Source: an optimization exercise on an open RTL-to-GDS flow (aim: small area and a short achievable clock period). Production flows keep margins and buffers that such runs may drop. In this exercise RTL edits were held to simulation tests only and were not proved equivalent to the original. Power and IR drop assume default switching activity.

## flow/design.v (module list and top-level ports; edited modules follow where they fit)
// module and64: 7 lines
// module or64: 7 lines
// module xnor64: 7 lines
// module xor64_by_1: 7 lines
// module comp_sign_extend: 7 lines
// module set_lsb: 6 lines
// module vadder64: 15 lines
// module shift64: 464 lines
// module lt65: 7 lines
// module gt65: 7 lines
// module mux8_to_1_x64: 38 lines
// module alu64: 536 lines
// module alu64_sync: 49 lines
module alu64_sync(
    input clk,
    input en,
    input MD,
    input [2:0] OP,
    input [63:0] R1,
    input [63:0] R2,
    output reg EQ,
    output reg GT,
    output reg LT,
    output reg OVR,
    output reg [63:0] Q
    );
  // ...
==> flow/flow/run.sh <==
#!/bin/bash
# Standard ORFS layout (the standard.sh), with the port buffers made from the
# smallest buffer cell instead of the one buffer_ports picks by default.
set -euo pipefail
bash standard.sh BUFFER_PORTS_ARGS="-buffer_cell sky130_fd_sc_hd__buf_1" finish > standard.log 2>&1
==> flow/standard.sh <==
#!/bin/bash
# synth_recipe.tcl (not shown) runs the flow's synth.tcl, then flattens the netlist and writes it again
# the make line also repeats each setting of config.mk as NAME=value (left out here)
make -C /OpenROAD-flow-scripts/flow DESIGN_CONFIG=/design/flow/config.mk WORK_HOME=/design/flow/orfs CLKGATE_MAP_FILE= SYNTH_SCRIPT=/design/flow/synth_recipe.tcl "${@:-finish}"
==> flow/config.mk <==
export PLATFORM = sky130hd
export DESIGN_NAME = alu64_sync
export DESIGN_NICKNAME = alu64_sync
export VERILOG_FILES = /design/flow/design.v
export SDC_FILE = /design/flow/constraint.sdc
export NUM_CORES = 4
export LEC_CHECK = 0
export ABC_AREA = 1
export CAP_MARGIN = 20
export CORE_MARGIN = 2
export CORE_UTILIZATION = 40
export CTS_BUF_LIST = sky130_fd_sc_hd__clkbuf_4 sky130_fd_sc_hd__clkbuf_8
export SETUP_SLACK_MARGIN = 1.5
export SLEW_MARGIN = 20
==> flow/constraint.sdc <==
create_clock -name core_clock -period 4.0 [get_ports {clk}]
set_input_delay 0.8000 -clock core_clock [delete_from_list [all_inputs] [get_ports {clk}]]
set_output_delay 0.8000 -clock core_clock [all_outputs]
set_load 0.01 [all_outputs]
==> results.cfg, run 1 <==
[cells_and_area]
fin_util_pct = 45.2
clk_share_pct = 2.30
final_common_cell = nand2_1
multi_input_area_um2 = 10700
area_growth_pct = 11.8
fin_area_um2 = 17400
multi_input_cells = 2189
drive_above_1_share_pct = 6.06

[setup_path]
critPathMaxFanout = 63
cp-startpoint = OP[0]
crit_cells = 7

[routing]
drt_pass1_iterations = 5
dr.first_iter.drc_count = 2458
vias = 20125
drc = 0
ant_nets = 0

[clock_tree]
root_buffer = clkbuf_8
cts_tree = built
cts_buffers = 17
clock_latency_ns = 0.52

[synth]
synth.top_cell.area_share_pct = 24.3
netlist_instances = 2781
ys_top_cells_by_count = nand2_1 (1006), nand3_1 (304), inv_1 (279)
yosysUniqueCellTypes = 49
async_flop_share_pct = 0
ys_seq_area_share_pct = 20.6

[die]
io_pins = 202
coreArea_um2 = 38500
die_area_um2 = 40400
start_util_pct = 40.4

[timing]
setup_tns_ns = 0
finalCritPeriodShare_pct = 60.6
hold_viol_final = 0
finalSetupViolations = 0
grt_setup_unrepaired = true
finalCriticalPeriod_ns = 2.42

[global_routing]
grt_use_total_pct = 32.7
grtUsageMet3_pct = 6.88
grt_pass1_wl_um = 104000
grt_pass1_vias = 17909

[run_status]
status = timing/DRC/antenna clean

[power_and_ir_drop]
comb_cell_power_uw = 2110
==> inputs of run 2 (changes only) <==
--- a/flow/config.mk
+++ b/flow/config.mk
@@ -10,3 +10,3 @@
 export CORE_MARGIN = 2
-export CORE_UTILIZATION = 40
+export CORE_UTILIZATION = 50
 export CTS_BUF_LIST = sky130_fd_sc_hd__clkbuf_4 sky130_fd_sc_hd__clkbuf_8
==> run 2 against run 1 <==
Against the previous run:
- worst setup slack got worse by 0.037 ns
- clock skew decreased by 0.0092 ns
- sequential power about the same
- via count increased by 2.2%
- register-to-register slack got worse by 0.06 ns
- synthesized cell count unchanged
- maximum frequency decreased by 1.5%
- critical path depth increased by 7
- sequential share of layout area about the same
==> results.cfg, run 2 <==
[timing]
max_freq_mhz = 406
setup_tns_ns = 0
finalSetupViolations = 0
finalCritPeriodShare_pct = 61.6
grt_setup_unrepaired = true
worst_pin_slew_ns = 1.13
final.setup_skew_ns = 0.0179
hold_viol_final = 0
hold_ws_ns = 0.335
drv_slew = 0
slew_headroom_pct = 24.3
finalCriticalPeriod_ns = 2.46

[setup_path]
cpPeakStageDelay_ns = 0.27
path_cells = buf_1 > inv_1 > nand2_1 > nand2_1 > xor2_4 > inv_2 > nor3_2 > nand2_1 > nor2_1 > and2b_1 > nand2_1 > nand2_1 > nand2_1 > nand2_1
r2r-start = V_r[1]
cp.required_ns = 4.42
arrival_ns = 2.88
crit_path_frequent_cell = nand2_1
cp-end-kind = flip-flop
cp_slowest_cell = nor3_2
startpoint_type = input port
critPathMaxFanout = 6
cp-startpoint = R1[61]
crit_family = simple AND/OR/NAND/NOR gates
crit_type = in -> reg
critPathBufInv = 3

[die]
coreArea_um2 = 30600
die_area_um2 = 32500
dieWidth_um = 180
start_util_pct = 50.8
io_pins = 202
die_h_um = 180
rows = 64

[synth]
yosysUniqueCellTypes = 49
synth_xor_area_share_pct = 1.12
synthFlopType = dfxtp_1
synthAdderAreaFrac_pct = 1.21
synth_top_area_cell = nand2_1
synth_area_um2 = 15500
yosysMostFrequentCell = nand2_1
synthMuxAreaShare_pct = 1.80
synth_edf_count = 0
synth-seq-cells = 160
synth_area_leaders = nand2_1 (24%), dfxtp_1 (21%), nand3_1 (9.8%)
synth_compound_area_share_pct = 24.3
synthesis.yosys.warnings = 1
netlist_instances = 2781
ys_top_cells_by_count = nand2_1 (1006), nand3_1 (304), inv_1 (279)
synthSimpleGateAreaFrac_pct = 39.8
syn_nets = 2930
async_flop_share_pct = 0
ys_seq_area_share_pct = 20.6
synth.top_cell.area_share_pct = 24.3
synth_top_family_by_area = simple AND/OR/NAND/NOR gates
avgSynthCellArea_um2 = 5.58

[cells_and_area]
fin_area_um2 = 17400
final_common_cell = nand2_1
final_nets = 3066
reg_top3 = D_r x64, Q x64, BC_r x15
layout_common_cells = nand2_1 (998), nand3_1 (302), inv_1 (271)
area_growth_pct = 11.8
drive_above_1_share_pct = 7.62

[clock_tree]
clock_path_buffers = 2
htreeDepth = 4
path_clk_slew_ns = 0.08
root_buffer = clkbuf_8
cts_buffers = 17
cts.sinks = 160
cts_tree = built
clock_latency_ns = 0.50

[power_and_ir_drop]
ir_drop_uv = 224
p_int_uw = 2950
p_per_area_nw_per_um2 = 306
p_sw_uw = 2370
p_leak_uw = 0.00842
sw_frac_of_total_pct = 44.5
p_seq_share_pct = 37.0
pwr-share-clk_pct = 22.9
comb_power_share_pct = 40.1

[global_routing]
grt_pass1_wl_um = 100000
grt_antenna_before_repair = 1
grt_pass1_vias = 17961
grt_use_total_pct = 38.8
grt_overflow = 0
grt_max_degree = 86

[place]
gp_congestion = 1.06
dp_hpwl_um = 50500
dpl-instance-area_um2 = 16500
io_buffer_count = 201

[routing]
drc = 0
routedWlPerCell_um = 20.1
wirelength_um = 66900
ant_nets = 0
drt_pass1_iterations = 9
vias = 20560
dr.first_iter.drc_count = 2829
via_per_inst = 6.18

[flow_run]
cap_violations = 0

[min_path]
hp-class = reg -> reg
min_from = OVR_r

[run_status]
status = timing/DRC/antenna clean
run 2: cell counts after synthesis:
No cell type changed its count.
run 2: cell type report:
| class | count | area [µm²] |
|---|---|---|
| fill | 3228 | 13200 |
| multi-input combinational | 2189 | 10800 |
| sequential | 160 | 3210 |
| timing repair buffer | 258 | 1360 |
| inverter | 290 | 1120 |
| tap | 396 | 495 |
| clock buffer | 17 | 234 |
| clock inverter | 13 | 131 |
| timing repair inverter | 1 | 5.00 |
| antenna | 1 | 2.50 |
run 2: power by group through the flow:
stage                     logic [µW]  clock network, µW  registers [µW]
after floorplan                 1240                  0            1990
after global placement          1970                  0            2000
after detailed placement        1980                  0            2000
after CTS                       2010               1220            1960
after global routing            2320               1280            1980
final                           2130               1220            1970
run 2: metal layers:
layer	GRT usage (%)	part of all wire, %
met2	57.7	41
met1	54.0	41
met3	6.69	12
met4	19.1	5.5
met5	0	0
run 2: worst paths after layout:
kind | slack, ns | cells past startpoint | to
max | 1.54 | 14 | LT_r
min | 0.34 | 0 | OVR
max reg2reg | 1.55 | 10 | Q[7]
min reg2reg | 0.34 | 0 | OVR
run 2: per-stage QoR:
step                worst slack, ns  power, µW  util [%]  std cells
finish                         1.54       5320      56.7       3325
global route                   1.47       5590      56.7       3325
CTS                            1.45       5190      55.5       3313
detailed placement            0.856       3980      54.0       3278
global placement              0.946       3960      54.0       3278
floorplan                      1.68       3230         -       2781
run 2: what timing repair did:
item / 4_1_cts / 5_1_grt
endpoints found under the setup margin: 56 / 85
pin swaps: 1 / 5
gates cloned: 0 / 3
resized for setup: 24 / 106
hold buffers: 0 / 0
buffers inserted: 5 / 8
endpoints found under the hold margin: 0 / 0
run 2: kinds of logic (layout without fill, tap and decap cells):
group,Yosys count,in the layout
compound gates,627,627
buf+inv,432,579
simple gates,1500,1500
fa+ha+maj,15,15
other cells,0,1
flops,160,160
mux,28,28
xor+xnor,19,19
==> inputs of run 3 (changes only) <==
--- a/flow/config.mk
+++ b/flow/config.mk
@@ -12,3 +12,3 @@
 export CTS_BUF_LIST = sky130_fd_sc_hd__clkbuf_4 sky130_fd_sc_hd__clkbuf_8
-export SETUP_SLACK_MARGIN = 1.5
+export SETUP_SLACK_MARGIN = 1.9
 export SLEW_MARGIN = 20
==> run 3 against run 2 <==
Against the previous run:
- combinational power rose by 23%
- wire length up 8.6%
- die area unchanged
- power increased by 13%
- still clean
- sequential share of layout area is 2.3 points lower
- sequential cell count stayed put
- register-to-register slack gained 0.28 ns
- sequential power about the same
- count of clock-buffer cells in the layout is the same
==> results.cfg, run 3 <==
[die]
start_util_pct = 50.8
die_h_um = 180
rows = 64
io_pins = 202
coreArea_um2 = 30600
dieWidth_um = 180
die_area_um2 = 32500

[global_routing]
grt_overflow = 0
grt_antenna_before_repair = 3
grt_use_total_pct = 40.4
grt_pass1_wl_um = 103000
grt_pass1_vias = 18141
grt_max_degree = 65

[setup_path]
r2r-end = Q[6]
crit_type = reg -> reg
r2r-start = V_r[1]
cp.required_ns = 4.44
arrival_ns = 2.61
startpoint_type = flip-flop
critPathMaxFanout = 10
worst_r2r_path_depth = 9
cp-end-kind = flip-flop
rrSetupSlack_ns = 1.83

[routing]
ant_nets = 0
wirelength_um = 72600
vias = 21234
drc = 0
dr.first_iter.drc_count = 2896
drt_pass1_iterations = 9
via_per_inst = 6.27
routedWlPerCell_um = 21.4

[timing]
drv_slew = 0
finalCritPeriodShare_pct = 54.2
worst_pin_slew_ns = 0.768
finalCriticalPeriod_ns = 2.17
setup_tns_ns = 0
hold_viol_final = 0
grt_setup_unrepaired = true
final.setup_skew_ns = 0.0246
slew_headroom_pct = 48.8
layout_setup_ws_ns = 1.83
finalSetupViolations = 0
max_freq_mhz = 461

[synth]
syn_nets = 2930
synth_area_um2 = 15500
async_flop_share_pct = 0
synth_top_area_cell = nand2_1
ys_top_cells_by_count = nand2_1 (1006), nand3_1 (304), inv_1 (279)
yosysUniqueCellTypes = 49
synth-seq-cells = 160
avgSynthCellArea_um2 = 5.58
yosysMostFrequentCell = nand2_1
ys_seq_area_share_pct = 20.6
synth.top_cell.area_share_pct = 24.3
synth_edf_count = 0
synth_area_leaders = nand2_1 (24%), dfxtp_1 (21%), nand3_1 (9.8%)
netlist_instances = 2781
synthFlopType = dfxtp_1
synthesis.yosys.warnings = 1

[clock_tree]
clock_path_buffers = 2
root_buffer = clkbuf_8
clock_latency_ns = 0.51
cts_tree = built
htreeDepth = 4
cts.sinks = 160
cts_buffers = 17
path_clk_slew_ns = 0.11

[run_status]
status = timing/DRC/antenna clean

[power_and_ir_drop]
pwr-share-clk_pct = 23.5
p_int_uw = 3330
p_leak_uw = 0.00940
p_per_area_nw_per_um2 = 301
ir_drop_uv = 220
p_total_uw = 5990
comb_power_share_pct = 43.8
p_sw_uw = 2660
sw_frac_of_total_pct = 44.4
p_seq_share_pct = 32.7

[cells_and_area]
final_common_cell = nand2_1
final_nets = 3128
area_growth_pct = 28.2
fin_util_pct = 65.1
drive_above_1_share_pct = 23.9
reg_top3 = D_r x64, Q x64, BC_r x15
layout_common_cells = nand2_1 (855), nand3_1 (267), inv_1 (208)
n_fill_cell = 2964

[flow_run]
cap_violations = 0

[min_path]
min_to = OVR
hp-class = reg -> reg
holdPathStages = 0
min_from = OVR_r

[place]
gp_congestion = 1.02
post-place-ws_ns = 1.01
dp_hpwl_um = 50000
io_buffer_count = 201
==> run 3: cell counts after synthesis <==
No cell type changed its count.
==> run 3: timing repair <==
item	CTS	global route
gates resized for setup	237	564
setup endpoints to repair	141	117
hold buffers	0	0
pin swaps	27	94
cloned	5	12
setup buffers	27	42
==> run 3: worst max path at each step <==
stage	start	endpoint	slack [ns]	cells after the start
finish	V_r[1]	Q[6]	1.83	9
global route	V_r[1]	Q[56]	1.73	12
global placement	MD	LT_r	1.06	17
detailed placement	MD	LT_r	1.01	13
CTS	R1[8]	BC_r[10]	1.86	14
floorplan	MD	LT_r	1.73	16
==> run 3: power by group through the flow <==
| stage | registers [µW] | logic, µW | clock network (µW) |
|---|---|---|---|
| 2_1_floorplan | 1990 | 1250 | 0 |
| 3_3_place_gp | 1980 | 1990 | 0 |
| 3_5_place_dp | 1990 | 2000 | 0 |
| 4_1_cts | 1950 | 2170 | 1420 |
| 5_1_grt | 1980 | 2810 | 1470 |
| 6_report | 1960 | 2620 | 1410 |
==> run 3: logic make-up (layout without fill, tap and decap cells) <==
family,after synthesis,in the layout,share of synthesized area [%]
compound gates,627,627,24.3
other cells,0,1,0
fa+ha+maj,15,15,1.21
buf+inv,432,643,11.1
mux,28,28,1.80
flops,160,160,20.6
xor+xnor,19,19,1.12
simple gates,1500,1500,39.8
==> run 3: critical path, cell delays in order (launching register included) <==
cell	delay, ns
dfxtp_4	0.40
buf_2	0.19
o21ai_0	0.50
mux2i_1	0.21
o211ai_1	0.30
nand3_2	0.13
o21ai_2	0.08
buf_4	0.17
nand2_1	0.06
nand3_1	0.08
==> run 3: layout make-up <==
cell class                      instances  area, µm²  area share, %
Antenna cell                            1       2.50         0.0126
Clock buffer                           17        234           1.18
Clock inverter                         15        209           1.05
Inverter                              290       1170           5.88
Multi-Input combinational cell       2189      12300           61.7
Sequential cell                       160       3210           16.1
Tap cell                              396        495           2.49
Timing Repair Buffer                  317       2230           11.2
Timing Repair inverter                  4       77.6          0.390
==> run 3: stage by stage <==
stage	hold WS (ns)	cell area, µm²	std cells
6_report	0.370	19900	3389
4_1_cts	0.364	17800	3334
3_3_place_gp	0.313	16500	3270
3_5_place_dp	0.316	16500	3270
5_1_grt	0.368	19900	3389
2_1_floorplan	0.310	15600	2781
==> run 3: layer usage <==
layer / global-route usage, % / wire [µm] / vias to the layer above
li1: - / - / 9793
met4: 18.7 / 5040 / 4
met3: 7.76 / 9410 / 329
met5: 0 / 22 / -
met1: 54.7 / 27600 / 9559
met2: 62.0 / 30600 / 1549
==> inputs of run 4 (changes only) <==
--- a/flow/config.mk
+++ b/flow/config.mk
@@ -10,5 +10,5 @@
 export CORE_MARGIN = 2
-export CORE_UTILIZATION = 50
+export CORE_UTILIZATION = 40
 export CTS_BUF_LIST = sky130_fd_sc_hd__clkbuf_4 sky130_fd_sc_hd__clkbuf_8
-export SETUP_SLACK_MARGIN = 1.9
+export SETUP_SLACK_MARGIN = 1.7
 export SLEW_MARGIN = 20
==> run 4 against run 3 <==
Against the previous run:
- still clean
- sequential power about the same
- combinational power decreased by 13%
- sequential cell count did not move
- count of clock-buffer cells in the layout increased by 1
- non-clock buffer count decreased by 48
- via count is 5.0% lower
- first-iteration DRC count shrank 24%
- global-route usage fell by 6.8 points
- critical endpoint is now D_r[44]
==> results.cfg, run 4 <==
[run_status]
status = timing/DRC/antenna clean

[die]
dieWidth_um = 201
start_util_pct = 40.4
rows = 72
io_pins = 202
coreArea_um2 = 38500
die_area_um2 = 40400
die_h_um = 201

[min_path]
hp-class = reg -> reg

[timing]
drv_slew = 0
final.setup_skew_ns = 0.0189
max_freq_mhz = 431
setup_tns_ns = 0
finalCriticalPeriod_ns = 2.32
finalCritPeriodShare_pct = 58.0
grt_setup_unrepaired = true
finalSetupViolations = 0
hold_ws_ns = 0.403
slew_headroom_pct = 48.5
worst_pin_slew_ns = 0.771
hold_viol_final = 0

[cells_and_area]
layout_common_cells = nand2_1 (992), nand3_1 (301), inv_1 (272)
fin_area_um2 = 18000
n_antenna_cell = 0
final_nets = 3080
drive_above_1_share_pct = 10.7
reg_top3 = D_r x64, Q x64, BC_r x15
final_common_cell = nand2_1
layoutNonFillerInstCount = 3462
area_growth_pct = 16.1

[setup_path]
cp_slowest_cell = nor3_1
rrSetupSlack_ns = 1.71
cp.required_ns = 4.35
crit_type = in -> reg
critPathMaxFanout = 18
path_cells = buf_1 > inv_1 > nor3_1 > inv_2 > nand3_2 > clkinvlp_4 > buf_4 > o2111ai_1
cpPeakStageDelay_ns = 0.41
crit_family = buffers and inverters
cp-end-kind = flip-flop
startpoint_type = input port
critPathBufInv = 5
arrival_ns = 2.67

[power_and_ir_drop]
comb_power_share_pct = 42.2
p_int_uw = 3000
p_sw_uw = 2360
p_seq_share_pct = 35.9
p_total_uw = 5370
p_leak_uw = 0.00868
ir_drop_uv = 219
sw_frac_of_total_pct = 44.1
p_per_area_nw_per_um2 = 298
pwr-share-clk_pct = 21.9

[synth]
avgSynthCellArea_um2 = 5.58
synth_top_area_cell = nand2_1
yosysUniqueCellTypes = 49
async_flop_share_pct = 0
netlist_instances = 2781
synthFlopType = dfxtp_1
synth_area_um2 = 15500
ys_seq_area_share_pct = 20.6
synthesis.yosys.warnings = 1
synth-seq-cells = 160
synth_area_leaders = nand2_1 (24%), dfxtp_1 (21%), nand3_1 (9.8%)
yosysMostFrequentCell = nand2_1
syn_nets = 2930
synth_edf_count = 0
synth.top_cell.area_share_pct = 24.3
ys_top_cells_by_count = nand2_1 (1006), nand3_1 (304), inv_1 (279)

[global_routing]
grt_antenna_before_repair = 4
grt_pass1_wl_um = 105000
grt_max_degree = 64
grt_use_total_pct = 33.6
grt_pass1_vias = 18111
grt_overflow = 0

[routing]
drt_pass1_iterations = 6
drc = 0
via_per_inst = 5.83
routedWlPerCell_um = 20.6
vias = 20182
dr.first_iter.drc_count = 2202
wirelength_um = 71200
ant_nets = 0

[place]
dpl-instance-area_um2 = 16600
gp_congestion = 1.02
dp_hpwl_um = 52400
io_buffer_count = 201
dpl.cell_count = 3399

[clock_tree]
root_buffer = clkbuf_8
path_clk_slew_ns = 0.10
clock_path_buffers = 2
clock_latency_ns = 0.49
hold_buffers = 0
cts_buffers = 17
cts_tree = built
cts.sinks = 160
htreeDepth = 4

[flow_run]
cap_violations = 0
run 4: cell counts after synthesis:
No cell type changed its count.
run 4: routing by layer:
metal,wire [µm],up-vias,global-route usage [%]
met2,30400,1126,50.3
met5,0,-,0.952
li1,-,9642,-
met1,31000,9261,45.9
met3,6740,153,6.82
met4,3050,0,15.8
run 4: stage by stage:
stage          util [%]  setup WS [ns]
3_5_place_dp       43.3          0.643
3_3_place_gp       43.3          0.725
6_report           46.9           1.68
2_1_floorplan         -           1.70
4_1_cts            45.3           1.68
5_1_grt            46.9           1.61
run 4: final cells by class:
| type | count | area, µm² |
|---|---|---|
| fill | 4264 | 20400 |
| multi-input combinational | 2189 | 11100 |
| sequential | 160 | 3210 |
| timing repair buffer | 269 | 1500 |
| inverter | 290 | 1130 |
| tap | 518 | 648 |
| clock buffer | 18 | 241 |
| clock inverter | 14 | 131 |
| timing repair inverter | 4 | 42.5 |
run 4: repair_timing:
action                                  CTS  global route
resized for setup                        78           205
pin swaps                                 4            18
buffers inserted                         13             9
cloned                                    5             3
endpoints found under the hold margin     0             0
endpoints found under the setup margin  137           131
run 4: path summary, 6_finish.rpt:
kind | to | depth (start not counted) | from
max reg2reg | Q[27] | 11 | V_r[1]
min reg2reg | OVR | 0 | OVR_r
min | OVR | 0 | OVR_r
max | D_r[44] | 8 | en
run 4: cell families after synthesis:
family | Yosys count | share of synthesized area (%)
flops | 160 | 20.6
fa+ha+maj | 15 | 1.21
mux | 28 | 1.80
simple gates | 1500 | 39.8
xor+xnor | 19 | 1.12
compound gates | 627 | 24.3
buf+inv | 432 | 11.1
run 4: power groups by stage:
stage          registers [µW]  logic (µW)  clock network (µW)
6_report                 1930        2270                1170
5_1_grt                  1950        2470                1270
4_1_cts                  1930        2110                1200
3_5_place_dp             1970        2030                   0
3_3_place_gp             1960        2030                   0
2_1_floorplan            1990        1240                   0
run 4: worst register-to-register path, stage by stage (launching register included):
cell and delay, ns:
dfxtp_4 0.45, clkinvlp_4 0.13, buf_12 0.16, buf_4 0.18
nand2_1 0.08, nand2_2 0.09, o21ai_1 0.22, o21ai_0 0.18
o21ai_2 0.29, o21ai_0 0.17, nand2_1 0.10, nand3_1 0.12
==> inputs of run 5 (changes only) <==
--- a/flow/config.mk
+++ b/flow/config.mk
@@ -10,4 +10,5 @@
 export CORE_MARGIN = 2
-export CORE_UTILIZATION = 40
+export CORE_UTILIZATION = 50
 export CTS_BUF_LIST = sky130_fd_sc_hd__clkbuf_4 sky130_fd_sc_hd__clkbuf_8
+export PLACE_DENSITY = 0.75
 export SETUP_SLACK_MARGIN = 1.7
==> run 5 against run 4 <==
Against the previous run:
- worst setup slack worse by 0.017 ns
- core utilization up 11 points
- clock power about the same
- combinational power about the same
- largest power group unchanged
- first-iteration DRC count up 26%
- critical path type unchanged
- cell count down 3.9%
- still clean
- non-clock buffer count down 14
- power up 0.16%
- global-route usage up 5.3 points
- hold slack better by 0.0095 ns
- count of clock-buffer cells in the layout down 1
==> results.cfg, run 5 <==
[run_status]
status = timing/DRC/antenna clean

[min_path]
min_from = OVR_r
holdPathStages = 0
min_to = OVR
hp-class = reg -> reg

[place]
dp_hpwl_um = 48900
io_buffer_count = 201
dpl-instance-area_um2 = 16500
gp_congestion = 1.00

[global_routing]
grt_antenna_before_repair = 2
busiest_layer = met2
grt_overflow = 0
globalRouteMet2Util_pct = 58.0
grt_pass1_vias = 18092
grtUsageMet3_pct = 8.73
grt_max_degree = 61
grt_use_total_pct = 38.9
grt_pass1_wl_um = 101000
use_met1_pct = 52.8

[die]
die_h_um = 180
coreArea_um2 = 30600
rows = 64
dieWidth_um = 180
die_area_um2 = 32500
io_pins = 202
start_util_pct = 50.8

[clock_tree]
cts.sinks = 160
htreeDepth = 4
cts_tree = built
clock_path_buffers = 2
cts_buffers = 17
clock_latency_ns = 0.50
root_buffer = clkbuf_8
path_clk_slew_ns = 0.12

[setup_path]
startpoint_type = input port
crit_path_frequent_cell = nor2_1
critPathMaxFanout = 18
r2r-end = Q[3]
cp_slowest_cell = a2111oi_1
cp.required_ns = 4.37
cp-startpoint = OP[1]
worst_r2r_path_depth = 9
rrSetupSlack_ns = 1.71
crit_type = in -> reg
crit_family = buffers and inverters
r2r-start = V_r[2]
arrival_ns = 2.71
cpPeakStageDelay_ns = 0.30
critPathBufInv = 5
path_cells = buf_1 > inv_1 > nand2_1 > nor2_1 > inv_1 > nor2_1 > nand2_1 > nand3_4 > inv_2 > buf_6 > nor2_1 > a2111oi_1 > o211ai_1
cp-end-kind = flip-flop

[routing]
vias = 20575
drt_pass1_iterations = 7
routedWlPerCell_um = 20.2
dr.first_iter.drc_count = 2779
via_per_inst = 6.18
ant_nets = 0
drc = 0
wirelength_um = 67300

[timing]
hold_viol_final = 0
finalCriticalPeriod_ns = 2.34
hold_ws_ns = 0.413
setup_tns_ns = 0
worst_pin_slew_ns = 0.933
max_freq_mhz = 428
slew_headroom_pct = 37.7
finalCritPeriodShare_pct = 58.4
final.setup_skew_ns = 0.0224
finalSetupViolations = 0
drv_slew = 0
grt_setup_unrepaired = true

[cells_and_area]
drive_above_1_share_pct = 11.2
layout_common_cells = nand2_1 (970), nand3_1 (296), inv_1 (261)
final_nets = 3066
n_fill_cell = 3257
fin_area_um2 = 17800
fin_util_pct = 58.3
final_common_cell = nand2_1
area_growth_pct = 14.8
reg_top3 = D_r x64, Q x64, BC_r x15

[synth]
netlist_instances = 2781
synthFlopType = dfxtp_1
yosysUniqueCellTypes = 49
async_flop_share_pct = 0
synth_area_leaders = nand2_1 (24%), dfxtp_1 (21%), nand3_1 (9.8%)
avgSynthCellArea_um2 = 5.58
synth_area_um2 = 15500
ys_seq_area_share_pct = 20.6
synthesis.yosys.warnings = 1
synth_top_area_cell = nand2_1
syn_nets = 2930
synth_edf_count = 0
yosysMostFrequentCell = nand2_1
ys_top_cells_by_count = nand2_1 (1006), nand3_1 (304), inv_1 (279)
synth.top_cell.area_share_pct = 24.3
synth-seq-cells = 160

[power_and_ir_drop]
p_per_area_nw_per_um2 = 302
p_total_uw = 5380
p_leak_uw = 0.00862
ir_drop_uv = 196

[flow_run]
cap_violations = 0
run 5: where the power goes:
| part | internal, µW | switching, µW |
|---|---|---|
| combinational | 687 | 1550 |
| clock | 463 | 741 |
| sequential | 1810 | 130 |
| total | 2960 | 2420 |
run 5: cell type report:
type / instances / area (µm²) / share of cell area (%)
Antenna cell: 1 / 2.50 / 0.0140
Timing Repair Buffer: 255 / 1450 / 8.11
Timing Repair inverter: 4 / 37.5 / 0.211
Clock inverter: 15 / 149 / 0.835
Inverter: 290 / 1120 / 6.31
Sequential cell: 160 / 3210 / 18.0
Multi-Input combinational cell: 2189 / 11100 / 62.4
Clock buffer: 17 / 234 / 1.31
Tap cell: 396 / 495 / 2.78
run 5: metal layers:
layer	part of all wire [%]	vias to the layer above
li1	-	9623
met1	40	9230
met2	42	1460
met3	13	260
met4	5.7	2
met5	0.012	-
run 5: stage by stage:
step / worst slack, ns / std cells
3_3_place_gp: 0.752 / 3270
4_1_cts: 1.52 / 3311
5_1_grt: 1.57 / 3326
3_5_place_dp: 0.706 / 3270
2_1_floorplan: 1.70 / 2781
6_report: 1.66 / 3327
run 5: timing repair:
action                                  in CTS  in global routing
resized for setup                           76                223
pin swaps                                    3                 17
cloned                                       3                  4
hold buffers                                 0                  0
buffers inserted                             6                 11
endpoints found under the setup margin     130                131
endpoints found under the hold margin        0                  0
run 5: cells by family (layout without fill, tap and decap cells):
family / after synthesis / after routing / share of synthesized area (%)
AOI/OAI and AO/OA: 627 / 627 / 24.3
buffers and inverters: 432 / 581 / 11.1
and+or+nand+nor: 1500 / 1500 / 39.8
adders and majority gates: 15 / 15 / 1.21
muxes: 28 / 28 / 1.80
other: 0 / 1 / 0
DFF: 160 / 160 / 20.6
xor gates and xnor gates: 19 / 19 / 1.12
run 5: worst reg2reg max path: cells and delay by family (launching register included):
kind / cells / cell delay [ns]
buffers and inverters: 3 / 0.63
multiplexers: 1 / 0.40
flip-flops: 1 / 0.34
AND/OR/NAND/NOR: 3 / 0.26
AO/OA/AOI/OAI: 2 / 0.55
run 5: worst max-delay path by stage:
stage | endpoint | cells past startpoint
finish | D_r[17] | 13
global route | D_r[17] | 13
CTS | D_r[17] | 13
detailed placement | LT_r | 17
global placement | LT_r | 17
floorplan | LT_r | 16
==> inputs of run 6 (changes only) <==
--- a/flow/config.mk
+++ b/flow/config.mk
@@ -12,3 +12,2 @@
 export CTS_BUF_LIST = sky130_fd_sc_hd__clkbuf_4 sky130_fd_sc_hd__clkbuf_8
-export PLACE_DENSITY = 0.75
 export SETUP_SLACK_MARGIN = 1.7
==> run 6 against run 5 <==
Against the previous run:
- critical path type is now reg -> reg
- register-to-register slack improved by 0.02 ns
- worst setup slack improved by 0.066 ns
- synthesized cell count did not move
==> results.cfg, run 6 <==
[timing]
final.setup_skew_ns = 0.0271
finalCritPeriodShare_pct = 56.8
slew_headroom_pct = 36.6
grt_setup_unrepaired = true
worst_pin_slew_ns = 0.952
finalCriticalPeriod_ns = 2.27
finalSetupViolations = 0
max_freq_mhz = 440
drv_slew = 0
setup_tns_ns = 0
hold_viol_final = 0

[synth]
avgSynthCellArea_um2 = 5.58
synth_area_um2 = 15500
ys_seq_area_share_pct = 20.6
synthFlopType = dfxtp_1
synth_edf_count = 0
synth_top_area_cell = nand2_1
netlist_instances = 2781
yosysMostFrequentCell = nand2_1
synthesis.yosys.warnings = 1
ys_top_cells_by_count = nand2_1 (1006), nand3_1 (304), inv_1 (279)
async_flop_share_pct = 0
synth-seq-cells = 160
synth_area_leaders = nand2_1 (24%), dfxtp_1 (21%), nand3_1 (9.8%)
syn_nets = 2930
yosysUniqueCellTypes = 49
synth.top_cell.area_share_pct = 24.3

[die]
start_util_pct = 50.8
die_h_um = 180
io_pins = 202
dieWidth_um = 180
rows = 64
coreArea_um2 = 30600
die_area_um2 = 32500

[place]
dp_hpwl_um = 49200
io_buffer_count = 201
gp_congestion = 1.03

[cells_and_area]
reg_top3 = D_r x64, Q x64, BC_r x15
drive_above_1_share_pct = 10.8
fin_util_pct = 58.4
layout_common_cells = nand2_1 (972), nand3_1 (301), inv_1 (264)
final_nets = 3067
n_fill_cell = 3230
final_common_cell = nand2_1
area_growth_pct = 15.0

[clock_tree]
clock_path_buffers = 2
cts_tree = built
path_clk_slew_ns = 0.11
clock_latency_ns = 0.49
root_buffer = clkbuf_8
cts_buffers = 17
htreeDepth = 4
hold_buffers = 0
cts.sinks = 160

[setup_path]
crit_type = reg -> reg
crit_family = compound AO/OA/AOI/OAI gates
cpPeakStageDelay_ns = 0.36
arrival_ns = 2.70
cp_slowest_cell = dfxtp_2
critPathBufInv = 2
startpoint_type = flip-flop
critPathMaxFanout = 28
cp.required_ns = 4.43
path_cells = buf_12 > o21ai_0 > nor2_1 > a31oi_1 > nand2_1 > o21ai_0 > o21ai_0 > o21ai_2 > buf_4 > nand2_1 > nand3_1
cp-end-kind = flip-flop
crit_path_frequent_cell = o21ai_0

[power_and_ir_drop]
p_per_area_nw_per_um2 = 305
p_leak_uw = 0.00864
ir_drop_uv = 195

[routing]
routedWlPerCell_um = 20.2
dr.first_iter.drc_count = 2912
drc = 0
vias = 20618
via_per_inst = 6.20
drt_pass1_iterations = 7
ant_nets = 0
wirelength_um = 67100

[min_path]
hp-class = reg -> reg

[global_routing]
grt_antenna_before_repair = 4
grt_use_total_pct = 39.5
grt_overflow = 0
grt_pass1_vias = 18257
grt_max_degree = 64
grt_pass1_wl_um = 101000

[run_status]
status = timing/DRC/antenna clean

[flow_run]
cap_violations = 0
run 6: cell count changes in the layout (fill, tap and decap cells not counted), moves of 5 or more:
cell      delta
clkbuf_2     -7
buf_1        +8
a21oi_1      -5
o21ai_0      +5
a21oi_2      +5
inv_6        +7
nand3_1      +5
run 6: cell type report:
class                      instances  area, µm²  area share [%]
clock inverter                    14        160           0.897
timing repair inverter             1       11.3          0.0630
multi-input combinational       2189      11100            62.1
sequential                       160       3210            18.0
antenna                            1       2.50          0.0140
clock buffer                      18        248            1.39
inverter                         290       1130            6.33
tap                              396        495            2.77
timing repair buffer             259       1520            8.52
run 6: stage by stage:
stage          std cells  total power [µW]  instance area [µm²]  hold slack (ns)  setup WS, ns
2_1_floorplan       2781              3230                15500            0.310          1.70
3_3_place_gp        3278              3940                16500            0.323         0.791
3_5_place_dp        3278              3960                16500            0.319         0.710
4_1_cts             3319              5290                17300            0.323          1.66
5_1_grt             3327              5760                17900            0.335          1.66
6_report            3328              5450                17900            0.319          1.73
run 6: what timing repair did:
item | 4_1_cts | 5_1_grt
gates resized for setup | 63 | 213
cloned | 4 | 2
setup endpoints to repair | 136 | 130
endpoints found under the hold margin | 0 | 0
pin swaps | 3 | 13
buffers inserted | 5 | 6
run 6: routing by layer:
| metal | GRT usage, % | part of all wire [%] | up-vias |
|---|---|---|---|
| met1 | 54.0 | 40 | 9281 |
| met4 | 22.9 | 6.4 | 2 |
| met5 | 0 | 0.019 | - |
| met2 | 58.0 | 41 | 1473 |
| met3 | 7.50 | 12 | 257 |
| li1 | - | - | 9605 |
run 6: final timing paths:
kind                from   end  slack (ns)  depth (start not counted)
setup / recovery  V_r[1]  Q[6]        1.73                         11
hold / removal     OVR_r   OVR        0.32                          0
setup reg to reg  V_r[1]  Q[6]        1.73                         11
hold reg to reg    OVR_r   OVR        0.32                          0
run 6: power by group:
part           internal [µW]  leakage (µW)  switching, µW  total (µW)
clock network            544      0.000207            734        1280
registers               1810       0.00134            125        1930
logic                    685       0.00710           1550        2240
run 6: kinds of logic after synthesis:
logic type               count (synthesis)  synth area share (%)
AO/OA/AOI/OAI                          627                  24.3
XOR/XNOR                                19                  1.12
adder cells (fa/ha/maj)                 15                  1.21
buffers and inverters                  432                  11.1
flip-flops                             160                  20.6
multiplexers                            28                  1.80
AND/OR/NAND/NOR                       1500                  39.8
==> inputs of run 7 (changes only) <==
--- a/flow/config.mk
+++ b/flow/config.mk
@@ -12,3 +12,3 @@
 export CTS_BUF_LIST = sky130_fd_sc_hd__clkbuf_4 sky130_fd_sc_hd__clkbuf_8
-export SETUP_SLACK_MARGIN = 1.7
+export SETUP_SLACK_MARGIN = 1.6
 export SLEW_MARGIN = 20
==> run 7 against run 6 <==
Against the previous run:
- wire length rose by 1.2%
- still clean
- sequential power rose by 2%
- global-route usage fell by 0.41 points
- clock power fell by 5%
- final area fell by 0.69%
- maximum frequency fell by 5.3%
==> results.cfg, run 7 <==
[run_status]
status = timing/DRC/antenna clean

[clock_tree]
clock_latency_ns = 0.50
cts.sinks = 160
path_clk_slew_ns = 0.09
clock_path_buffers = 2
root_buffer = clkbuf_8
htreeDepth = 4
cts_tree = built
cts_buffers = 17
hold_buffers = 0

[global_routing]
grt_antenna_before_repair = 1
grt_use_total_pct = 39.1
grt_max_degree = 86
grt_overflow = 0
grt_pass1_vias = 18048
grt_pass1_wl_um = 101000

[setup_path]
r2r-start = V_r[2]
cp-end-kind = flip-flop
crit_end = D_r[4]
rrSetupSlack_ns = 1.66
critPathMaxFanout = 11
worst_r2r_path_depth = 10
r2r-end = Q[38]
arrival_ns = 2.75
cp-startpoint = OP[0]
startpoint_type = input port
cp.required_ns = 4.35
crit_type = in -> reg

[synth]
async_flop_share_pct = 0
synth_xor_area_share_pct = 1.12
synthesis.yosys.warnings = 1
synth_area_um2 = 15500
yosysMostFrequentCell = nand2_1
synthSimpleGateAreaFrac_pct = 39.8
synth_area_leaders = nand2_1 (24%), dfxtp_1 (21%), nand3_1 (9.8%)
synthFlopType = dfxtp_1
synthAdderAreaFrac_pct = 1.21
avgSynthCellArea_um2 = 5.58
synthMuxAreaShare_pct = 1.80
synth_top_family_by_area = simple AND/OR/NAND/NOR gates
synth_compound_area_share_pct = 24.3
synth-seq-cells = 160
ys_seq_area_share_pct = 20.6
synth.top_cell.area_share_pct = 24.3
syn_nets = 2930
synth_top_area_cell = nand2_1
netlist_instances = 2781
ys_top_cells_by_count = nand2_1 (1006), nand3_1 (304), inv_1 (279)
synth_edf_count = 0
yosysUniqueCellTypes = 49

[timing]
finalSetupViolations = 0
setup_tns_ns = 0
hold_viol_final = 0
finalCriticalPeriod_ns = 2.40
slew_headroom_pct = 24.1
max_freq_mhz = 417
finalCritPeriodShare_pct = 60.0
final.setup_skew_ns = 0.0200
layout_setup_ws_ns = 1.60
grt_setup_unrepaired = true
drv_slew = 0
worst_pin_slew_ns = 1.14

[routing]
wirelength_um = 68000
ant_nets = 0
routedWlPerCell_um = 20.4
via_per_inst = 6.21
drc = 0
dr.first_iter.drc_count = 2828
vias = 20748
drt_pass1_iterations = 17

[cells_and_area]
area_growth_pct = 14.2
drive_above_1_share_pct = 9.89
reg_top3 = D_r x64, Q x64, BC_r x15
final_nets = 3081
n_fill_cell = 3189
multi_input_area_um2 = 11000
layout_common_cells = nand2_1 (984), nand3_1 (298), inv_1 (270)
final_common_cell = nand2_1
regArea_um2 = 3210

[die]
die_area_um2 = 32500
coreArea_um2 = 30600
start_util_pct = 50.8
rows = 64
die_h_um = 180
dieWidth_um = 180
io_pins = 202

[power_and_ir_drop]
p_sw_uw = 2400
p_int_uw = 2980
comb_power_share_pct = 40.8
p_seq_share_pct = 36.6
pwr-share-clk_pct = 22.6
p_leak_uw = 0.00863
ir_drop_uv = 215
p_per_area_nw_per_um2 = 303
sw_frac_of_total_pct = 44.6

[min_path]
hp-class = reg -> reg

[flow_run]
cap_violations = 0

[place]
post-place-ws_ns = 0.856
io_buffer_count = 201
gp_congestion = 1.06
dp_hpwl_um = 50500
==> run 7: cell count changes in the layout (fill, tap and decap cells not counted), moves of 7 or more <==
cell / before / now
o21ai_1: 42 / 33
buf_2: 11 / 4
o21ai_0: 224 / 232
nand2_1: 972 / 984
o2111ai_1: 43 / 55
o2111ai_2: 13 / 1
nand2_2: 44 / 31
buf_4: 37 / 55
==> run 7: routing by layer <==
layer / track usage [%] / part of all wire, % / vias up
li1: - / - / 9659
met1: 53.8 / 40 / 9336
met2: 58.3 / 42 / 1519
met3: 7.60 / 13 / 234
met4: 19.5 / 5.5 / 0
met5: 0 / 0 / -
==> run 7: stage by stage <==
step | area (µm²) | std cells | hold WS [ns] | total power [µW] | utilization [%]
6_report | 17700 | 3340 | 0.334 | 5380 | 58.0
5_1_grt | 17700 | 3340 | 0.343 | 5650 | 58.0
4_1_cts | 17100 | 3319 | 0.338 | 5210 | 56.1
3_5_place_dp | 16500 | 3278 | 0.318 | 3980 | 54.0
3_3_place_gp | 16500 | 3278 | 0.314 | 3960 | 54.0
2_1_floorplan | 15500 | 2781 | 0.310 | 3230 | -
==> run 7: worst max-delay path, cell delays in order <==
cell and delay (ns):
buf_1 0.23, nand2_1 0.11, nor2_1 0.10, inv_1 0.13
nor2_1 0.16, nand2_1 0.12, o211ai_1 0.19, buf_4 0.28
inv_1 0.24, o221ai_1 0.39
==> run 7: worst min path at each step <==
stage               start  end  slack (ns)  cells after the start
global placement    OVR_r  OVR        0.31                      0
CTS                 OVR_r  OVR        0.34                      0
finish              OVR_r  OVR        0.33                      0
floorplan           OVR_r  OVR        0.31                      0
detailed placement  OVR_r  OVR        0.32                      0
global route        OVR_r  OVR        0.34                      0
==> run 7: layout make-up <==
| class | count | area share [%] |
|---|---|---|
| sequential | 160 | 18.1 |
| clock buffer | 17 | 1.32 |
| inverter | 290 | 6.30 |
| tap | 396 | 2.79 |
| antenna | 1 | 0.0141 |
| multi-input combinational | 2189 | 61.9 |
| timing repair buffer | 273 | 8.80 |
| clock inverter | 13 | 0.741 |
| timing repair inverter | 1 | 0.0282 |
==> run 7: logic make-up after synthesis <==
logic type | after synthesis
AO/OA/AOI/OAI | 627
XOR/XNOR | 19
adder cells (fa/ha/maj) | 15
buffers and inverters | 432
flip-flops | 160
multiplexers | 28
AND/OR/NAND/NOR | 1500
==> run 7: what timing repair did <==
action	4_1_cts	5_1_grt
buffers inserted	10	16
cloned	1	4
pin swaps	2	13
resized for setup	43	169
setup endpoints to repair	108	95
==> run 7: power groups by stage <==
| stage | clock network [µW] | logic (µW) | registers, µW |
|---|---|---|---|
| after floorplan | 0 | 1240 | 1990 |
| after global placement | 0 | 1970 | 2000 |
| after detailed placement | 0 | 1980 | 2000 |
| after CTS | 1220 | 2030 | 1960 |
| after global routing | 1280 | 2390 | 1980 |
| final | 1220 | 2200 | 1970 |
==> inputs of run 8 (changes only) <==
--- a/flow/config.mk
+++ b/flow/config.mk
@@ -8,3 +8,3 @@
 export ABC_AREA = 1
-export CAP_MARGIN = 20
+export CAP_MARGIN = 5
 export CORE_MARGIN = 2
@@ -12,3 +12,3 @@
 export CTS_BUF_LIST = sky130_fd_sc_hd__clkbuf_4 sky130_fd_sc_hd__clkbuf_8
-export SETUP_SLACK_MARGIN = 1.6
-export SLEW_MARGIN = 20
+export SETUP_SLACK_MARGIN = 1.7
+export SLEW_MARGIN = 5
==> run 8 against run 7 <==
Against the previous run:
- critical path type is now reg -> reg
- global-route usage up 0.41 points
- critical path depth is 1 higher
- still clean on timing, DRC and antenna
- via count fell by 1.6%
- largest power group unchanged
- highest routed layer is now met5
- maximum frequency increased by 5.0%
- hold slack worse by 0.016 ns
==> results.cfg, run 8 <==
[global_routing]
grt_use_total_pct = 39.5
grt_max_degree = 64
grt_pass1_vias = 18257
grt_overflow = 0
grt_antenna_before_repair = 4
grt_pass1_wl_um = 101000

[synth]
ys_top_cells_by_count = nand2_1 (1006), nand3_1 (304), inv_1 (279)
synthesis.yosys.warnings = 1
synth_xor_area_share_pct = 1.12
synth_area_um2 = 15500
synth.top_cell.area_share_pct = 24.3
synth_top_family_by_area = simple AND/OR/NAND/NOR gates
avgSynthCellArea_um2 = 5.58
yosysUniqueCellTypes = 49
synth_top_area_cell = nand2_1
ys_seq_area_share_pct = 20.6
synth_area_leaders = nand2_1 (24%), dfxtp_1 (21%), nand3_1 (9.8%)
syn_nets = 2930
synth_compound_area_share_pct = 24.3
synthSimpleGateAreaFrac_pct = 39.8
synth_edf_count = 0
yosysMostFrequentCell = nand2_1
netlist_instances = 2781
synth-seq-cells = 160
synthFlopType = dfxtp_1
synthAdderAreaFrac_pct = 1.21
synthMuxAreaShare_pct = 1.80
async_flop_share_pct = 0

[routing]
wirelength_um = 67100
dr.first_iter.drc_count = 2895
drt_pass1_iterations = 7
routedWlPerCell_um = 20.2
via_per_inst = 6.13
drc = 0
vias = 20411
ant_nets = 0

[timing]
slew_headroom_pct = 37.2
finalCritPeriodShare_pct = 57.1
setup_tns_ns = 0
grt_setup_unrepaired = true
worst_pin_slew_ns = 0.942
final.setup_skew_ns = 0.0258
max_freq_mhz = 438
drv_slew = 0
hold_viol_final = 0
finalSetupViolations = 0
finalCriticalPeriod_ns = 2.28

[setup_path]
crit_path_frequent_cell = o21ai_0
crit_type = reg -> reg
arrival_ns = 2.72
cp.required_ns = 4.43
worst_r2r_path_depth = 11
cp_slowest_cell = dfxtp_2
r2r-end = Q[6]
rrSetupSlack_ns = 1.72
startpoint_type = flip-flop
r2r-start = V_r[1]
path_cells = buf_12 > o21ai_0 > nor2_1 > a31oi_1 > nand2_1 > o21ai_0 > o21ai_0 > o21ai_2 > buf_4 > nand2_1 > nand3_1
critPathMaxFanout = 28
cp-end-kind = flip-flop
cpPeakStageDelay_ns = 0.36

[min_path]
holdPathStages = 0
min_from = OVR_r
hp-class = reg -> reg
min_to = OVR

[die]
rows = 64
io_pins = 202
start_util_pct = 50.8
die_area_um2 = 32500
dieWidth_um = 180
die_h_um = 180
coreArea_um2 = 30600

[cells_and_area]
final_nets = 3068
drive_above_1_share_pct = 10.7
final_common_cell = nand2_1
fin_area_um2 = 17900
layout_common_cells = nand2_1 (972), nand3_1 (301), inv_1 (264)
reg_top3 = D_r x64, Q x64, BC_r x15
area_growth_pct = 15.0

[clock_tree]
cts_tree = built
htreeDepth = 4
hold_buffers = 0
clock_path_buffers = 2
clock_latency_ns = 0.49
cts_buffers = 17
path_clk_slew_ns = 0.11
cts.sinks = 160
root_buffer = clkbuf_8

[power_and_ir_drop]
p_sw_uw = 2410
sw_frac_of_total_pct = 44.3
p_int_uw = 3040
comb_power_share_pct = 41.0
p_leak_uw = 0.00865
p_per_area_nw_per_um2 = 305
p_seq_share_pct = 35.5
ir_drop_uv = 199
pwr-share-clk_pct = 23.5

[run_status]
status = timing/DRC/antenna clean

[place]
dp_hpwl_um = 49200
dpl-instance-area_um2 = 16500
gp_congestion = 1.03
io_buffer_count = 201

[flow_run]
cap_violations = 0
-- run 8: cell counts after synthesis --
No cell type changed its count.
-- run 8: worst max-delay path: cells and delay by family, from the launching register on --
kind                   cells  cell delay, ns
DFF                        1            0.36
AOI/OAI and AO/OA          5            1.22
buffers and inverters      2            0.33
and+or+nand+nor            4            0.33
-- run 8: routing by layer --
metal / global-route usage, % / vias to the layer above / part of all wire, %
met4: 22.9 / 2 / 6.2
li1: - / 9617 / -
met5: 0 / - / 0.019
met3: 7.50 / 232 / 12
met2: 58.0 / 1356 / 42
met1: 54.0 / 9204 / 40
-- run 8: power groups by stage --
stage | logic, µW | clock network (µW) | registers, µW
after detailed placement | 1990 | 0 | 1970
after floorplan | 1240 | 0 | 1990
after CTS | 2060 | 1290 | 1930
after global routing | 2440 | 1360 | 1950
final | 2240 | 1280 | 1930
after global placement | 1980 | 0 | 1960
-- run 8: final cells by class --
cell class              count  area (µm²)
fillers                  3231       12700
repair buffers            260        1530
multi-input cells        2189       11100
clock buffers              18         248
repair inverters            1        11.3
diodes                      1        2.50
inverters                 290        1130
well taps                 396         495
flip-flops and latches    160        3210
clock inverters            14         160
-- run 8: how the worst max path moves through the flow --
stage / from / endpoint / slack, ns / cells after the start
6_report: V_r[1] / Q[6] / 1.72 / 11
5_1_grt: V_r[1] / Q[4] / 1.66 / 10
4_1_cts: V_r[1] / Q[36] / 1.66 / 11
3_5_place_dp: OP[1] / D_r[17] / 0.71 / 13
3_3_place_gp: MD / LT_r / 0.79 / 12
2_1_floorplan: MD / LT_r / 1.70 / 16
-- run 8: cells by family (layout without fill, tap and decap cells) --
| kind of cell | count (synthesis) | count (layout) |
|---|---|---|
| AND/OR/NAND/NOR | 1500 | 1500 |
| AO/OA/AOI/OAI | 627 | 627 |
| buffers and inverters | 432 | 583 |
| flip-flops | 160 | 160 |
| multiplexers | 28 | 28 |
| XOR/XNOR | 19 | 19 |
| adder cells (fa/ha/maj) | 15 | 15 |
| other | 0 | 1 |
-- run 8: metrics by stage --
stage	util [%]	hold WS, ns	power (µW)	std cells	setup slack (ns)
finish	58.4	0.318	5450	3329	1.72
CTS	56.4	0.323	5290	3319	1.66
global route	58.4	0.335	5760	3328	1.66
detailed placement	54.0	0.319	3960	3278	0.710
global placement	54.0	0.323	3940	3278	0.791
floorplan	-	0.310	3230	2781	1.70
-- run 8: repair_timing --
item,4_1_cts,5_1_grt
buffers inserted,5,7
cloned,4,2
pin swaps,3,13
endpoints found under the setup margin,136,130
resized for setup,63,214
==> inputs of run 9 (changes only) <==
--- a/flow/config.mk
+++ b/flow/config.mk
@@ -8,7 +8,7 @@
 export ABC_AREA = 1
-export CAP_MARGIN = 5
+export CAP_MARGIN = 20
 export CORE_MARGIN = 2
 export CORE_UTILIZATION = 50
-export CTS_BUF_LIST = sky130_fd_sc_hd__clkbuf_4 sky130_fd_sc_hd__clkbuf_8
+export CTS_BUF_LIST = sky130_fd_sc_hd__clkbuf_8
 export SETUP_SLACK_MARGIN = 1.7
-export SLEW_MARGIN = 5
+export SLEW_MARGIN = 20
==> run 9 against run 8 <==
Against the previous run:
- cell count is essentially flat
- sequential power is essentially flat
- clock skew grew 0.0013 ns
- via count grew 1.0%
- synthesized cell count is the same
- non-clock buffer count shrank 1
- sequential cell count is the same
- maximum frequency grew 0.58%
- combinational power is essentially flat
- critical path type unchanged
- critical endpoint unchanged
- largest cell class unchanged
==> results.cfg, run 9 <==
[power_and_ir_drop]
ir_drop_uv = 195
p_total_uw = 5450
sw_frac_of_total_pct = 44.3
p_int_uw = 3040
p_sw_uw = 2410
comb_power_share_pct = 41.1
p_seq_share_pct = 35.5
p_leak_uw = 0.00864
pwr-share-clk_pct = 23.5
p_per_area_nw_per_um2 = 305

[min_path]
hp-class = reg -> reg

[setup_path]
crit_path_frequent_cell = o21ai_0
cp.required_ns = 4.43
cp_slowest_cell = dfxtp_2
worst_r2r_path_depth = 11
r2r-start = V_r[1]
critPathMaxFanout = 28
crit_family = compound AO/OA/AOI/OAI gates
cp-end-kind = flip-flop
rrSetupSlack_ns = 1.73
r2r-end = Q[6]
path_cells = buf_12 > o21ai_0 > nor2_1 > a31oi_1 > nand2_1 > o21ai_0 > o21ai_0 > o21ai_2 > buf_4 > nand2_1 > nand3_1
cp-startpoint = V_r[1]
crit_end = Q[6]
cpPeakStageDelay_ns = 0.36
critPathBufInv = 2
startpoint_type = flip-flop
arrival_ns = 2.70
crit_cells = 11
crit_type = reg -> reg

[synth]
synth.top_cell.area_share_pct = 24.3
synthSimpleGateAreaFrac_pct = 39.8
synth_top_family_by_area = simple AND/OR/NAND/NOR gates
synthMuxAreaShare_pct = 1.80
yosysUniqueCellTypes = 49
synth_xor_area_share_pct = 1.12
synth_top_area_cell = nand2_1
synthesis.yosys.warnings = 1
synth_edf_count = 0
syn_nets = 2930
synthFlopType = dfxtp_1
ys_seq_area_share_pct = 20.6
synth_area_leaders = nand2_1 (24%), dfxtp_1 (21%), nand3_1 (9.8%)
synthAdderAreaFrac_pct = 1.21
yosysMostFrequentCell = nand2_1
async_flop_share_pct = 0
ys_top_cells_by_count = nand2_1 (1006), nand3_1 (304), inv_1 (279)
synth_compound_area_share_pct = 24.3
avgSynthCellArea_um2 = 5.58
synth_area_um2 = 15500
netlist_instances = 2781
synth-seq-cells = 160

[timing]
finalSetupViolations = 0
max_freq_mhz = 440
grt_setup_unrepaired = true
setup_tns_ns = 0
finalCriticalPeriod_ns = 2.27
slew_headroom_pct = 36.6
finalCritPeriodShare_pct = 56.8
final.setup_skew_ns = 0.0271
hold_viol_final = 0
worst_pin_slew_ns = 0.952
drv_slew = 0
layout_setup_ws_ns = 1.73

[cells_and_area]
layout_common_cells = nand2_1 (972), nand3_1 (301), inv_1 (264)
area_growth_pct = 15.0
final_nets = 3067
reg_top3 = D_r x64, Q x64, BC_r x15
drive_above_1_share_pct = 10.8
final_common_cell = nand2_1

[routing]
highest_layer = met5
via_per_inst = 6.20
wl_met1_um = 26900
dr.first_iter.drc_count = 2912
vias = 20618
drt_pass1_iterations = 7
wirelength_um = 67100
drc = 0
routedWlPerCell_um = 20.2
met2_length_um = 27700
ant_nets = 0
wl_met3_um = 8210

[die]
dieWidth_um = 180
coreArea_um2 = 30600
die_h_um = 180
io_pins = 202
die_area_um2 = 32500
rows = 64
start_util_pct = 50.8

[place]
io_buffer_count = 201
post-place-ws_ns = 0.710
dp_hpwl_um = 49200
gp_congestion = 1.03

[global_routing]
grt_overflow = 0
grt_pass1_wl_um = 101000
grt_pass1_vias = 18257
grt_antenna_before_repair = 4
grt_use_total_pct = 39.5
grt_max_degree = 64

[clock_tree]
root_buffer = clkbuf_8
htreeDepth = 4
clock_path_buffers = 2
clock_latency_ns = 0.49
path_clk_slew_ns = 0.11
cts_buffers = 17
cts_tree = built
hold_buffers = 0
cts.sinks = 160

[flow_run]
cap_violations = 0

[run_status]
status = timing/DRC/antenna clean
==> run 9: logic make-up after synthesis <==
group / Yosys count
mux: 28
compound gates: 627
xor+xnor: 19
buf+inv: 432
simple gates: 1500
fa+ha+maj: 15
flops: 160
==> run 9: area by class of cell <==
cell class | count | area, µm²
inverters | 290 | 1130
multi-input cells | 2189 | 11100
clock inverters | 14 | 160
well taps | 396 | 495
repair buffers | 259 | 1520
clock buffers | 18 | 248
fillers | 3230 | 12700
diodes | 1 | 2.50
repair inverters | 1 | 11.3
flip-flops and latches | 160 | 3210
==> run 9: per-stage QoR <==
step           hold WS [ns]  area [µm²]  util, %  cells
2_1_floorplan         0.310       15500        -   2781
5_1_grt               0.335       17900     58.4   3327
3_3_place_gp          0.323       16500     54.0   3278
3_5_place_dp          0.319       16500     54.0   3278
6_report              0.319       17900     58.4   3328
4_1_cts               0.323       17300     56.4   3319
==> run 9: worst min path at each step <==
| stage | startpoint | to | slack, ns | cells after the start |
|---|---|---|---|---|
| 2_1_floorplan | OVR_r | OVR | 0.31 | 0 |
| 3_3_place_gp | OVR_r | OVR | 0.32 | 0 |
| 3_5_place_dp | OVR_r | OVR | 0.32 | 0 |
| 4_1_cts | OVR_r | OVR | 0.32 | 0 |
| 5_1_grt | OVR_r | OVR | 0.33 | 0 |
| 6_report | OVR_r | OVR | 0.32 | 0 |
==> run 9: routing by layer <==
| metal | vias to the layer above | global-route usage [%] |
|---|---|---|
| li1 | 9605 | - |
| met1 | 9281 | 54.0 |
| met2 | 1473 | 58.0 |
| met3 | 257 | 7.50 |
| met4 | 2 | 22.9 |
| met5 | - | 0 |
==> run 9: repair_timing <==
item	in CTS	in global routing
gates cloned	4	2
resized for setup	63	213
endpoints found under the setup margin	136	130
buffers inserted	5	6
pin swaps	3	13
==> run 9: power by group through the flow <==
stage                     Combinational (µW)  Sequential, µW  Clock, µW
final                                   2240            1930       1280
after global routing                    2440            1950       1360
after floorplan                         1240            1990          0
after global placement                  1980            1960          0
after CTS                               2060            1930       1290
after detailed placement                1990            1970          0

## afterwards: timing with drivers on the ports
Ports are ideal in the flow. The routed layouts listed here were re-timed in OpenROAD. Step 1: set_driving_cell puts a clkbuf_16 on clk and a buf_2 on each other input, an assumption about the parent block. Step 2 adds t to the input delays and takes it off the output delays; t is the mean of the earliest and latest rising clock arrival at the registers after step 1. Input paths then give back, and output paths get back, about the clock's delay inside the block. Slacks: ideal / step 1 / step 2; pairs: ideal / step 1.
| run | shift t [ns] | slack for setup (ns) | worst setup path after step 2 | worst register clock-pin slew, ns |
|---|---|---|---|---|
| run 1 | 0.552 | 1.575 / 1.604 / 1.051 | input to register | 0.11 / 0.11 |
| run 2 | 0.520 | 1.538 / 1.546 / 1.028 | input to register | 0.11 / 0.11 |
| run 3 | 0.531 | 1.832 / 1.800 / 1.269 | input to register | 0.12 / 0.12 |
| run 4 | 0.532 | 1.679 / 1.707 / 1.175 | input to register | 0.10 / 0.10 |
| run 5 | 0.532 | 1.663 / 1.682 / 1.150 | input to register | 0.12 / 0.12 |
| run 6 | 0.510 | 1.729 / 1.729 / 1.257 | input to register | 0.11 / 0.11 |
| run 7 | 0.516 | 1.602 / 1.615 / 1.099 | input to register | 0.11 / 0.11 |
| run 8 | 0.515 | 1.716 / 1.716 / 1.273 | input to register | 0.11 / 0.11 |
| run 9 | 0.510 | 1.729 / 1.729 / 1.257 | input to register | 0.11 / 0.11 |
After both steps every run listed still meets setup and hold. For run 3, which loses most, drivers alone change the setup slack by -0.032 ns; drivers and shift together by -0.563 ns.
